Context: an optimization exercise on an open-source flow, tuned for small area, a short achievable clock period and few clock cycles. The choices shown serve that exercise and are no tape-out recipe. At most, simulation tests tie the RTL to the original design; equivalence was not proved. Power figures rest on the tool's default switching activity, not on a simulated workload.

==> flow/design.v (excerpt) <==
module alu #(
    parameter INT_W  = 4,
    parameter FRAC_W = 6,
    parameter INST_W = 4,
    parameter DATA_W = INT_W + FRAC_W
)(
    input                     i_clk,
    input                     i_rst_n,
    input                     i_valid,
    input signed [DATA_W-1:0] i_data_a,
    input signed [DATA_W-1:0] i_data_b,
    input        [INST_W-1:0] i_inst,
    output                    o_valid,
    output       [DATA_W-1:0] o_data
);
wire signed [9:0] a = i_data_a;
wire signed [9:0] b = i_data_b;
wire is_addsub = (i_inst[3:1] == 3'b000);
wire is_mul    = (i_inst[3:1] == 3'b001);
wire is_sub    = (i_inst == 4'd1);
wire is_mac    = (i_inst == 4'd3);
wire is_tanh   = (i_inst == 4'd4);
wire t_r1 = (a <= -10'sd96);
wire t_r2 = !t_r1 && (a <= -10'sd32);
wire t_r5 = (a > 10'sd96);
wire t_r4 = !t_r5 && (a > 10'sd32);
wire t_r3 = !(t_r1 || t_r2 || t_r4 || t_r5);
wire [9:0] tanh_x = t_r1 ? -10'sd64 : t_r2 ? -10'sd16 : t_r4 ? 10'sd16 : t_r5 ? 10'sd64 : 10'sd0;
reg [3:0] clz, ctz;
integer k;
always @(*) begin
    clz = 4'd10;
    for (k = 0; k < 10; k = k + 1) if (a[k]) clz = 9 - k;
    ctz = 4'd10;
    for (k = 9; k >= 0; k = k - 1) if (a[k]) ctz = k;
end
wire [3:0] cpop = a[0] + a[1] + a[2] + a[3] + a[4] + a[5] + a[6] + a[7] + a[8] + a[9];
wire [9:0] rol_1 = b[0] ? {a[8:0], a[9]} : a;
wire [9:0] rol_2 = b[1] ? {rol_1[7:0], rol_1[9:8]} : rol_1;
wire [9:0] rol_4 = b[2] ? {rol_2[5:0], rol_2[9:6]} : rol_2;
wire [9:0] rol   = b[3] ? {rol_4[1:0], rol_4[9:2]} : rol_4;
reg [9:0] x;
always @(*) begin
    case (i_inst)
        4'd0:    x = b;
        4'd1:    x = ~b;
        4'd4:    x = tanh_x;
        4'd5:    x = a | ~b;
        4'd6:    x = {6'd0, clz};
        4'd7:    x = {6'd0, ctz};
        4'd8:    x = {6'd0, cpop};
        4'd9:    x = rol;
        default: x = 10'd0;
    endcase
end
wire [9:0] m = {b[9:7] & {3{is_mul}}, (b[6] & is_mul) | is_addsub | (is_tanh & t_r3),
                (b[5] & is_mul) | (is_tanh & (t_r2 | t_r4)), b[4:0] & {5{is_mul}}};
wire ts1 = ~(a[0] & m[9]) ^ (a[1] & m[8]);
wire tc2 = ~(a[0] & m[9]) & (a[1] & m[8]);
wire ts3 = 1'b1 ^ ~(a[1] & m[9]) ^ (a[2] & m[8]);
wire tc4 = (1'b1 & ~(a[1] & m[9])) | (1'b1 & (a[2] & m[8])) | (~(a[1] & m[9]) & (a[2] & m[8]));
  ...
Settings: LEC_CHECK=0, CAP_MARGIN=20, CORE_MARGIN=2, CORE_UTILIZATION=40, SETUP_SLACK_MARGIN=4.5, SLEW_MARGIN=20; clock period 9.0 ns.
standard.sh (not shown) runs the stock make flow with config.mk's settings and CLKGATE_MAP_FILE= SYNTH_SCRIPT=/design/flow/synth_recipe.tcl, a recipe that flattens the netlist after the stock synthesis.
==> flow/flow/run.sh <==
#!/bin/bash
# The standard layout, except that the input and output ports are buffered
# with buf_2 cells (buffer_ports otherwise picks a slow delay buffer).
set -euo pipefail
bash standard.sh "BUFFER_PORTS_ARGS=-buffer_cell sky130_fd_sc_hd__buf_2" finish > standard_flow.log 2>&1
The first run completed with no timing, DRC or antenna violations.
Testbench counts at the start, summed over its fixed seeds: cycles 24,000.
Edit:
- ABC_AREA: default -> 1
- SETUP_SLACK_MARGIN: 4.5 -> 3.5
The new run completed with no timing, DRC or antenna violations.
Worst setup slack loses 0.12 ns.
Register-to-register slack is better by 0.92 ns.
Total power is lower by a quarter to a third.
Sequential share of layout area rose by 2.6 points.
Die area is higher by a few percent.
Edit:
==> flow/run.sh (new file) <==
#!/bin/bash
# synth_recipe.tcl (not shown) runs the flow's synth.tcl, then flattens the netlist and writes it again
# the make line also repeats each setting of config.mk as NAME=value (left out here)
make -C /OpenROAD-flow-scripts/flow DESIGN_CONFIG=/design/flow/config.mk WORK_HOME=/design/flow/orfs CLKGATE_MAP_FILE= SYNTH_SCRIPT=/design/flow/synth_recipe.tcl finish
- ABC_AREA: 1 -> default
- SETUP_SLACK_MARGIN: 3.5 -> 4.5
removed: flow/flow/run.sh
removed: flow/standard.sh
Final area went up by a quarter to a third.
Clock-buffer cell count is unchanged.
Synthesized area went down by a few percent.
Total power went up by well over a third.
Global-route usage went up by 4.6 points.
Maximum frequency went up by a few percent.
Final cell count went down by a few percent.
Edit:
==> flow/flow/run.sh (new file) <==
#!/bin/bash
# The standard layout, except that the input and output ports are buffered
# with buf_2 cells (buffer_ports otherwise picks a slow delay buffer).
set -euo pipefail
bash standard.sh "BUFFER_PORTS_ARGS=-buffer_cell sky130_fd_sc_hd__buf_2" finish > standard_flow.log 2>&1
==> flow/standard.sh (new file) <==
#!/bin/bash
# synth_recipe.tcl (not shown) runs the flow's synth.tcl, then flattens the netlist and writes it again
# the make line also repeats each setting of config.mk as NAME=value (left out here)
make -C /OpenROAD-flow-scripts/flow DESIGN_CONFIG=/design/flow/config.mk WORK_HOME=/design/flow/orfs CLKGATE_MAP_FILE= SYNTH_SCRIPT=/design/flow/synth_recipe.tcl "${@:-finish}"
- SETUP_SLACK_MARGIN: 4.5 -> 2.5
removed: flow/run.sh
Core utilization goes down by 15 points.
Synthesized cell count is unchanged.
Die area is unchanged.
Design area goes down by about 26%.
Combinational power goes down by about 50%.
Via count goes down by about 14%.
Area after synthesis is unchanged.
Worst hold slack loses 0.038 ns.
Critical path depth goes down by 3.
Routed wire length goes down by 20%.
Edit:
==> flow/run.sh (new file) <==
#!/bin/bash
# synth_recipe.tcl (not shown) runs the flow's synth.tcl, then flattens the netlist and writes it again
# the make line also repeats each setting of config.mk as NAME=value (left out here)
make -C /OpenROAD-flow-scripts/flow DESIGN_CONFIG=/design/flow/config.mk WORK_HOME=/design/flow/orfs CLKGATE_MAP_FILE= SYNTH_SCRIPT=/design/flow/synth_recipe.tcl finish
- SETUP_SLACK_MARGIN: 2.5 -> 4
removed: flow/flow/run.sh
removed: flow/standard.sh
The new run ran to the end with no violations.
Via count came out higher by 10%.
Die area is unchanged.
Final area came out higher by 27%.
Synthesized cell count stays the same.
Sequential share of layout area came out lower by 2.7 points.
Global-route usage came out higher by 3.1 points.
Combinational power came out higher by 110%.
Edit:
==> flow/flow/run.sh (new file) <==
#!/bin/bash
# The standard layout, except that the input and output ports are buffered
# with buf_2 cells (buffer_ports otherwise picks a slow delay buffer).
set -euo pipefail
bash standard.sh "BUFFER_PORTS_ARGS=-buffer_cell sky130_fd_sc_hd__buf_2" finish > standard_flow.log 2>&1
==> flow/standard.sh (new file) <==
#!/bin/bash
# synth_recipe.tcl (not shown) runs the flow's synth.tcl, then flattens the netlist and writes it again
# the make line also repeats each setting of config.mk as NAME=value (left out here)
make -C /OpenROAD-flow-scripts/flow DESIGN_CONFIG=/design/flow/config.mk WORK_HOME=/design/flow/orfs CLKGATE_MAP_FILE= SYNTH_SCRIPT=/design/flow/synth_recipe.tcl "${@:-finish}"
- SETUP_SLACK_MARGIN: 4 -> 3.0
removed: flow/run.sh
Wire length went down by 18%.
Via count goes down by 8.4%.
Worst setup slack degrades by 0.41 ns.
Combinational power drops by 52%.
Final cell count shrinks by about 9%.
Core utilization fell by 12 points.
Design area came out lower by about 20%.
Sequential power goes up by about 2%.

---

alu, a different RTL version from the one above (not shown whole).
Size: roughly 800 cells after synthesis, about 38 I/O pins, ~5800 um2 of cells after synthesis.
// alu
module alu #(
    parameter INT_W  = 4,
    parameter FRAC_W = 6,
    parameter INST_W = 4,
    parameter DATA_W = INT_W + FRAC_W
)(
    input                     i_clk,
    input                     i_rst_n,
    input                     i_valid,
    input signed [DATA_W-1:0] i_data_a,
    input signed [DATA_W-1:0] i_data_b,
    input        [INST_W-1:0] i_inst,
    output                    o_valid,
    output       [DATA_W-1:0] o_data
);
clock: 9.0 ns
lec_check: 0
abc_area: 1
cap_margin: 20
core_margin: 2
core_utilization: 50
setup_slack_margin: 3.5
slew_margin: 20
==> flow/flow/run.sh <==
#!/bin/bash
# The standard layout with two changes:
#  - the input and output ports are buffered with buf_2 cells (buffer_ports
#    otherwise picks a slow delay buffer);
#  - synthesis is the standard one except for ABC's mapping: the logic from
#    the registers to o_data keeps ORFS's area script (abc_area.script), the
#    logic from the inputs to the registers, which has timing to spare, is
#    mapped for area only (abc_s1.script). flow/abc_split.tcl replaces the
#    single abc call of ORFS's synth.tcl.
set -euo pipefail
W=$PWD
awk -v blk="$W/flow/abc_split.tcl" '{
  if ($0 == "  log_cmd abc {*}$abc_args") { while ((getline l < blk) > 0) print l; close(blk) }
  else print
}' "$FLOW_HOME/scripts/synth.tcl" > synth_split.tcl
grep -q 'ABC_S1' synth_split.tcl
sed "s#source \$::env(SCRIPTS_DIR)/synth.tcl#source $W/synth_split.tcl#" synth_recipe.tcl > synth_top.tcl
grep -q 'synth_split.tcl' synth_top.tcl
bash standard.sh "BUFFER_PORTS_ARGS=-buffer_cell sky130_fd_sc_hd__buf_2" \
  "SYNTH_SCRIPT=$W/synth_top.tcl" \
  "ABC_S1=$W/flow/abc_s1.script" \
  "ABC_S2=$FLOW_HOME/scripts/abc_area.script" \
  finish > standard_flow.log 2>&1
==> flow/flow/abc_s1.script <==
strash
dc2
dch -f
map -a
topo
stime -c
buffer -c
upsize -c
dnsize -c
==> flow/flow/abc_split.tcl <==
  # Map the logic in the cone of the outputs (from the registers to o_data)
  # and the rest (from the inputs to the registers) with separate ABC scripts.
  set abc_rest [lrange $abc_args 2 end]
  select -set s2 o:o_data {%ci*:-sky130_fd_sc_hd__dfxtp_1[D,CLK]:-sky130_fd_sc_hd__dfrtp_1[D,CLK,RESET_B]}
  select -set s1 * @s2 %d
  log_cmd abc -script $::env(ABC_S1) {*}$abc_rest @s1
  log_cmd abc -script $::env(ABC_S2) {*}$abc_rest @s2
  select -clear
Testbench counts at the start, summed over its fixed seeds: cycles 24,000.
Next try:
==> flow/flow/run.sh (replaced) <==
#!/bin/bash
# The standard layout, except that the input and output ports are buffered
# with buf_2 cells (buffer_ports otherwise picks a slow delay buffer).
set -euo pipefail
bash standard.sh "BUFFER_PORTS_ARGS=-buffer_cell sky130_fd_sc_hd__buf_2" finish > standard_flow.log 2>&1
Settings changed: CORE_UTILIZATION 50 to 30, SETUP_SLACK_MARGIN 3.5 to 4.3.
removed: flow/flow/abc_s1.script
removed: flow/flow/abc_split.tcl
- The changed run went through all stages and came out clean
- design area is higher by 10%
- setup slack gets better by 190 ps
- synthesized area is higher by 3.6%
- combinational power is higher by 23%
- wire length is lower by 3.3%
- synthesized cell count is higher by 11%
Next try:
Settings changed: CORE_UTILIZATION 30 to 40, CTS_BUF_LIST from default to sky130_fd_sc_hd__clkbuf_4 sky130_fd_sc_hd__clkbuf_8.
Result:
- core utilization rises by 12 points
- design area falls by 0.59%
- setup slack loses 110 ps
- hold slack gains 8.5 ps
- via count falls by 1.4%
- sequential share of layout area hardly moves
- wire length falls by 1.1%
- sequential cell count does not change
- power rises by 1.9%
Next try:
==> flow/flow/run.sh (replaced) <==
#!/bin/bash
# The standard layout with two changes:
#  - the input and output ports are buffered with buf_2 cells (buffer_ports
#    otherwise picks a slow delay buffer);
#  - synthesis is the standard one except for ABC's mapping: the logic from
#    the registers to o_data keeps ORFS's area script (abc_area.script), the
#    logic from the inputs to the registers, which has timing to spare, is
#    mapped for area only (abc_s1.script). flow/abc_split.tcl replaces the
#    single abc call of ORFS's synth.tcl.
set -euo pipefail
W=$PWD
awk -v blk="$W/flow/abc_split.tcl" '{
  if ($0 == "  log_cmd abc {*}$abc_args") { while ((getline l < blk) > 0) print l; close(blk) }
  else print
}' "$FLOW_HOME/scripts/synth.tcl" > synth_split.tcl
grep -q 'ABC_S1' synth_split.tcl
sed "s#source \$::env(SCRIPTS_DIR)/synth.tcl#source $W/synth_split.tcl#" synth_recipe.tcl > synth_top.tcl
grep -q 'synth_split.tcl' synth_top.tcl
bash standard.sh "BUFFER_PORTS_ARGS=-buffer_cell sky130_fd_sc_hd__buf_2" \
  "SYNTH_SCRIPT=$W/synth_top.tcl" \
  "ABC_S1=$W/flow/abc_s1.script" \
  "ABC_S2=$FLOW_HOME/scripts/abc_area.script" \
  finish > standard_flow.log 2>&1
==> flow/flow/abc_s1.script (new file) <==
strash
dch
map -a
topo
stime -c
buffer -c
upsize -c
dnsize -c
==> flow/flow/abc_split.tcl (new file) <==
  # Map the logic in the cone of the outputs (from the registers to o_data)
  # and the rest (from the inputs to the registers) with separate ABC scripts.
  set abc_rest [lrange $abc_args 2 end]
  select -set s2 o:o_data {%ci*:-sky130_fd_sc_hd__dfxtp_1[D,CLK]:-sky130_fd_sc_hd__dfrtp_1[D,CLK,RESET_B]}
  select -set s1 * @s2 %d
  log_cmd abc -script $::env(ABC_S1) {*}$abc_rest @s1
  log_cmd abc -script $::env(ABC_S2) {*}$abc_rest @s2
  select -clear
Settings changed: CTS_BUF_LIST sky130_fd_sc_hd__clkbuf_4 sky130_fd_sc_hd__clkbuf_8 to default, SETUP_SLACK_MARGIN 4.3 to 4.0.
Effect: The changed run ran to the end with no violations; first-iteration DRC count went up by 3.5%; synthesized cell count shrinks by 9.3%; clock power climbs by 19%.

---

Setup of run A:
Another version of the RTL of alu (not shown whole).
For scale: ~610 cells after synthesis, roughly 38 flip-flops, about 38 I/O pins, about 5700 µm² of cells after synthesis.
Settings: LEC_CHECK=0, CAP_MARGIN=20, CORE_MARGIN=2, CORE_UTILIZATION=40, SETUP_SLACK_MARGIN=2.5, SLEW_MARGIN=20, SYNTH_HIERARCHICAL=1, SYNTH_MINIMUM_KEEP_SIZE=0; clock period 9.0 ns.
run.sh (not shown) runs the stock make flow with config.mk's settings and CLKGATE_MAP_FILE= SYNTH_SCRIPT=/design/flow/synth_recipe.tcl, a recipe that flattens the netlist after the stock synthesis.
Stock flow here: none of the scripts above is used.
Run A: flow completed, timing, DRC and antenna clean
Setup changes, run A to run B
==> flow/flow/run.sh (new file) <==
#!/bin/bash
# The standard layout, except that the input and output ports are buffered
# with buf_2 cells (buffer_ports otherwise picks a slow delay buffer).
set -euo pipefail
bash standard.sh "BUFFER_PORTS_ARGS=-buffer_cell sky130_fd_sc_hd__buf_2" finish > standard_flow.log 2>&1
==> flow/standard.sh (new file) <==
#!/bin/bash
# synth_recipe.tcl (not shown) runs the flow's synth.tcl, then flattens the netlist and writes it again
# the make line also repeats each setting of config.mk as NAME=value (left out here)
make -C /OpenROAD-flow-scripts/flow DESIGN_CONFIG=/design/flow/config.mk WORK_HOME=/design/flow/orfs CLKGATE_MAP_FILE= SYNTH_SCRIPT=/design/flow/synth_recipe.tcl "${@:-finish}"
removed: flow/run.sh
## What came out
- Result for run A and run B: all clean
- From run A to run B the numbers moved as follows: count of vias placed by the detailed router lower; global-route wire length before repair now sits lower; final hold slack increased 0.016 ns.
- Relative to run A, the total track usage of run B is lower by 0.95 points.
- Critical-path cell with the highest stage delay: a21oi_1 -> run B, clkdlybuf4s50_1 -> run A
- Against run A, final cell count in run B fell slightly.
- Cmp run B vs run A: post-route clock period utilization lower in run B
No functional check of the RTL was part of any run of this note.

---

== build 35 ==
RTL: one of the versions met above, not the one the previous note started from.
Size: about 900 cells after synthesis, ~39 flip-flops, ~38 I/O pins, roughly 0.0060 mm^2 of cells after synthesis.
Settings: LEC_CHECK=0, ABC_AREA=1, CAP_MARGIN=20, CORE_MARGIN=2, CORE_UTILIZATION=40, SETUP_SLACK_MARGIN=4.3, SLEW_MARGIN=20; clock period 9.0 ns.
standard.sh (not shown) runs the stock make flow with config.mk's settings and CLKGATE_MAP_FILE= SYNTH_SCRIPT=/design/flow/synth_recipe.tcl, a recipe that flattens the netlist after the stock synthesis.
==> flow/flow/run.sh <==
#!/bin/bash
# The standard layout, except that the input and output ports are buffered
# with buf_2 cells (buffer_ports otherwise picks a slow delay buffer).
set -euo pipefail
bash standard.sh "BUFFER_PORTS_ARGS=-buffer_cell sky130_fd_sc_hd__buf_2" finish > standard_flow.log 2>&1
Testbench counts of build 35, summed over its fixed seeds: cycles 24,000.
Input-level comparison between build 10 and build 35:
Settings: swapping 4.3 for 3.5 in SETUP_SLACK_MARGIN.
==> flow/flow/run.sh <==
#!/bin/bash
# The standard layout with two changes:
#  - the input and output ports are buffered with buf_2 cells (buffer_ports
#    otherwise picks a slow delay buffer);
#  - synthesis is the standard one except for ABC's mapping: the logic from
#    the registers to o_data keeps ORFS's area script (abc_area.script), the
#    logic from the inputs to the registers, which has timing to spare, is
#    mapped for area only (abc_s1.script). flow/abc_split.tcl replaces the
#    single abc call of ORFS's synth.tcl.
set -euo pipefail
W=$PWD
awk -v blk="$W/flow/abc_split.tcl" '{
  if ($0 == "  log_cmd abc {*}$abc_args") { while ((getline l < blk) > 0) print l; close(blk) }
  else print
}' "$FLOW_HOME/scripts/synth.tcl" > synth_split.tcl
grep -q 'ABC_S1' synth_split.tcl
sed "s#source \$::env(SCRIPTS_DIR)/synth.tcl#source $W/synth_split.tcl#" synth_recipe.tcl > synth_top.tcl
grep -q 'synth_split.tcl' synth_top.tcl
bash standard.sh "BUFFER_PORTS_ARGS=-buffer_cell sky130_fd_sc_hd__buf_2" \
  "SYNTH_SCRIPT=$W/synth_top.tcl" \
  "ABC_S1=$W/flow/abc_s1.script" \
  "ABC_S2=$FLOW_HOME/scripts/abc_area.script" \
  finish > standard_flow.log 2>&1
==> flow/flow/abc_s1.script (new file) <==
strash
dch
map -a
topo
==> flow/flow/abc_split.tcl (new file) <==
  # Map the logic in the cone of the outputs (from the registers to o_data)
  # and the rest (from the inputs to the registers) with separate ABC scripts.
  set abc_rest [lrange $abc_args 2 end]
  select -set s2 o:o_data {%ci*:-sky130_fd_sc_hd__dfxtp_1[D,CLK]:-sky130_fd_sc_hd__dfrtp_1[D,CLK,RESET_B]}
  select -set s1 * @s2 %d
  log_cmd abc -script $::env(ABC_S1) {*}$abc_rest @s1
  log_cmd abc -script $::env(ABC_S2) {*}$abc_rest @s2
  select -clear
## What came out
Re clock-cell share of area: build 10 and build 35 aren't equal, and the lower value belongs to build 35.
Per the comparison of build 10 with build 35, wire length on met3 has increased; placement-stage worst setup slack has decreased.
Of the two values seen for cell type of the slowest stage on the worst timing path, sky130_fd_sc_hd__fa_1 was produced by build 35 and sky130_fd_sc_hd__clkinv_1 by build 10.
Diff build 35 -> build 10: fraction of the cycle the final worst path needs picked up an extra 5.8 points, sequential share of layout area picked up an extra 0.85 points, number of global-route vias before repair went down 1.5%, largest incremental delay on the critical path now sits higher.
Input-level comparison between build 50 and build 10:
==> flow/flow/run.sh <==
#!/bin/bash
# The standard layout, except that the input and output ports are buffered
# with buf_2 cells (buffer_ports otherwise picks a slow delay buffer).
set -euo pipefail
bash standard.sh "BUFFER_PORTS_ARGS=-buffer_cell sky130_fd_sc_hd__buf_2" finish > standard_flow.log 2>&1
removed: flow/flow/abc_s1.script
removed: flow/flow/abc_split.tcl
- In build 50 the number of global-route vias before repair turned out 1.4% higher than in build 10.
- Taking build 10 as the reference, in build 50 total of cells resized after clock tree synthesis comparable; multi-input gate area in the final layout +about 1.7%; post-route standard cell area excluding fillers increased by 230 um^2 relative to the old numbers.
- Overall die area on build 50 is behind build 10.
- Total routing usage reported by global routing is lower on build 50
- Share of power burned in the clock network: build 50 vs build 10 down 2.0 points
- Timing, DRC, antenna: 0 failures across build 10 and build 50
- Taking build 10 as the reference, in build 50 netlist area before placement moved up; utilization after layout fell by 0.94 points; final period demand of the worst path now sits lower; worst hold slack lower.
- Build 50 reports its source of the critical timing path as x_r[7] while build 10 reports i_inst[3].
The inputs of build 62 differ from those of build 50 as listed below.
Settings: swapping 40 for 30 in CORE_UTILIZATION.
==> flow/flow/run.sh <==
#!/bin/bash
# The standard layout with two changes:
#  - the input and output ports are buffered with buf_2 cells (buffer_ports
#    otherwise picks a slow delay buffer);
#  - synthesis is the standard one except for ABC's mapping: the logic from
#    the registers to o_data keeps ORFS's area script (abc_area.script), the
#    logic from the inputs to the registers, which has timing to spare, is
#    mapped for area only (abc_s1.script). flow/abc_split.tcl replaces the
#    single abc call of ORFS's synth.tcl.
set -euo pipefail
W=$PWD
awk -v blk="$W/flow/abc_split.tcl" '{
  if ($0 == "  log_cmd abc {*}$abc_args") { while ((getline l < blk) > 0) print l; close(blk) }
  else print
}' "$FLOW_HOME/scripts/synth.tcl" > synth_split.tcl
grep -q 'ABC_S1' synth_split.tcl
sed "s#source \$::env(SCRIPTS_DIR)/synth.tcl#source $W/synth_split.tcl#" synth_recipe.tcl > synth_top.tcl
grep -q 'synth_split.tcl' synth_top.tcl
bash standard.sh "BUFFER_PORTS_ARGS=-buffer_cell sky130_fd_sc_hd__buf_2" \
  "SYNTH_SCRIPT=$W/synth_top.tcl" \
  "ABC_S1=$W/flow/abc_s1.script" \
  "ABC_S2=$FLOW_HOME/scripts/abc_area.script" \
  finish > standard_flow.log 2>&1
==> flow/flow/abc_s1.script (new file) <==
strash
dc2
dch -f
map -a
topo
stime -c
buffer -c
upsize -c
dnsize -c
==> flow/flow/abc_split.tcl (new file) <==
  # Map the logic in the cone of the outputs (from the registers to o_data)
  # and the rest (from the inputs to the registers) with separate ABC scripts.
  set abc_rest [lrange $abc_args 2 end]
  select -set s2 o:o_data {%ci*:-sky130_fd_sc_hd__dfxtp_1[D,CLK]:-sky130_fd_sc_hd__dfrtp_1[D,CLK,RESET_B]}
  select -set s1 * @s2 %d
  log_cmd abc -script $::env(ABC_S1) {*}$abc_rest @s1
  log_cmd abc -script $::env(ABC_S2) {*}$abc_rest @s2
  select -clear
Notes after the runs:
- Build 62: PASS, flow complete, no timing, DRC or antenna violations
- Build 62 against build 50: starting density of the core fell 10 points; clock network power went up by about 6%; total length of routed met2 wires increased 200 um.
- flop to output pin as the type of the worst setup path was reported by build 50, and input port to flop by build 62.

[separate check: timing with driven ports]
In the flow no input, the clock included, has a driving cell. The finished layouts below were timed again as built, in two steps.
Step 1 sets driving cells, clkbuf_16 on the clock port and buf_2 on the other inputs (assumed; they add their load-dependent delay and slew).
Step 2 moves the port delays by t, midway between the first and last clock arrival at a register: inputs arrive t later, outputs are due t later. That takes back most of the time a late clock gives input paths.
Slacks: ideal / step 1 / step 2; pairs: ideal / step 1.
run | t (ns) | slack for setup (ns) | worst setup path after step 2 | worst data-port slew with drivers (ns)
the first run of note 1 | 0.319 | 3.780 / 3.739 / 3.785 | input to register | 0.13
the second run of note 1 | 0.309 | 3.656 / 3.667 / 3.358 | input to register | 0.03
the third run of note 1 | 0.314 | 3.806 / 3.767 / 3.520 | input to register | 0.06
the fourth run of note 1 | 0.313 | 3.270 / 3.235 / 3.219 | input to register | 0.03
the fifth run of note 1 | 0.310 | 3.814 / 3.780 / 3.680 | input to register | 0.16
the sixth run of note 1 | 0.312 | 3.402 / 3.368 / 3.206 | input to register | 0.03
the first run of note 2 | 0.322 | 4.266 / 4.233 / 4.120 | input to register | 0.03
the second run of note 2 | 0.314 | 4.453 / 4.418 / 4.348 | input to register | 0.06
the third run of note 2 | 0.323 | 4.339 / 4.307 / 4.349 | input to register | 0.04
the fourth run of note 2 | 0.319 | 4.358 / 4.324 / 4.103 | input to register | 0.03
run A | 0.317 | 2.619 / 2.626 / 2.309 | input to register | 0.03
run B | 0.320 | 3.151 / 3.156 / 2.848 | input to register | 0.04
build 35 | 0.316 | 4.461 / 4.424 / 4.333 | input to register | 0.04
build 10 | 0.310 | 3.935 / 3.947 / 3.637 | input to register | 0.04
build 50 | 0.316 | 4.299 / 4.263 / 4.354 | input to register | 0.04
build 62 | 0.317 | 4.322 / 4.339 / 4.022 | input to register | 0.04
After both steps setup and hold are still met in every run listed. The setup slack of run A, which loses most, moves by +0.007 ns with the drivers and by -0.310 ns with both steps.
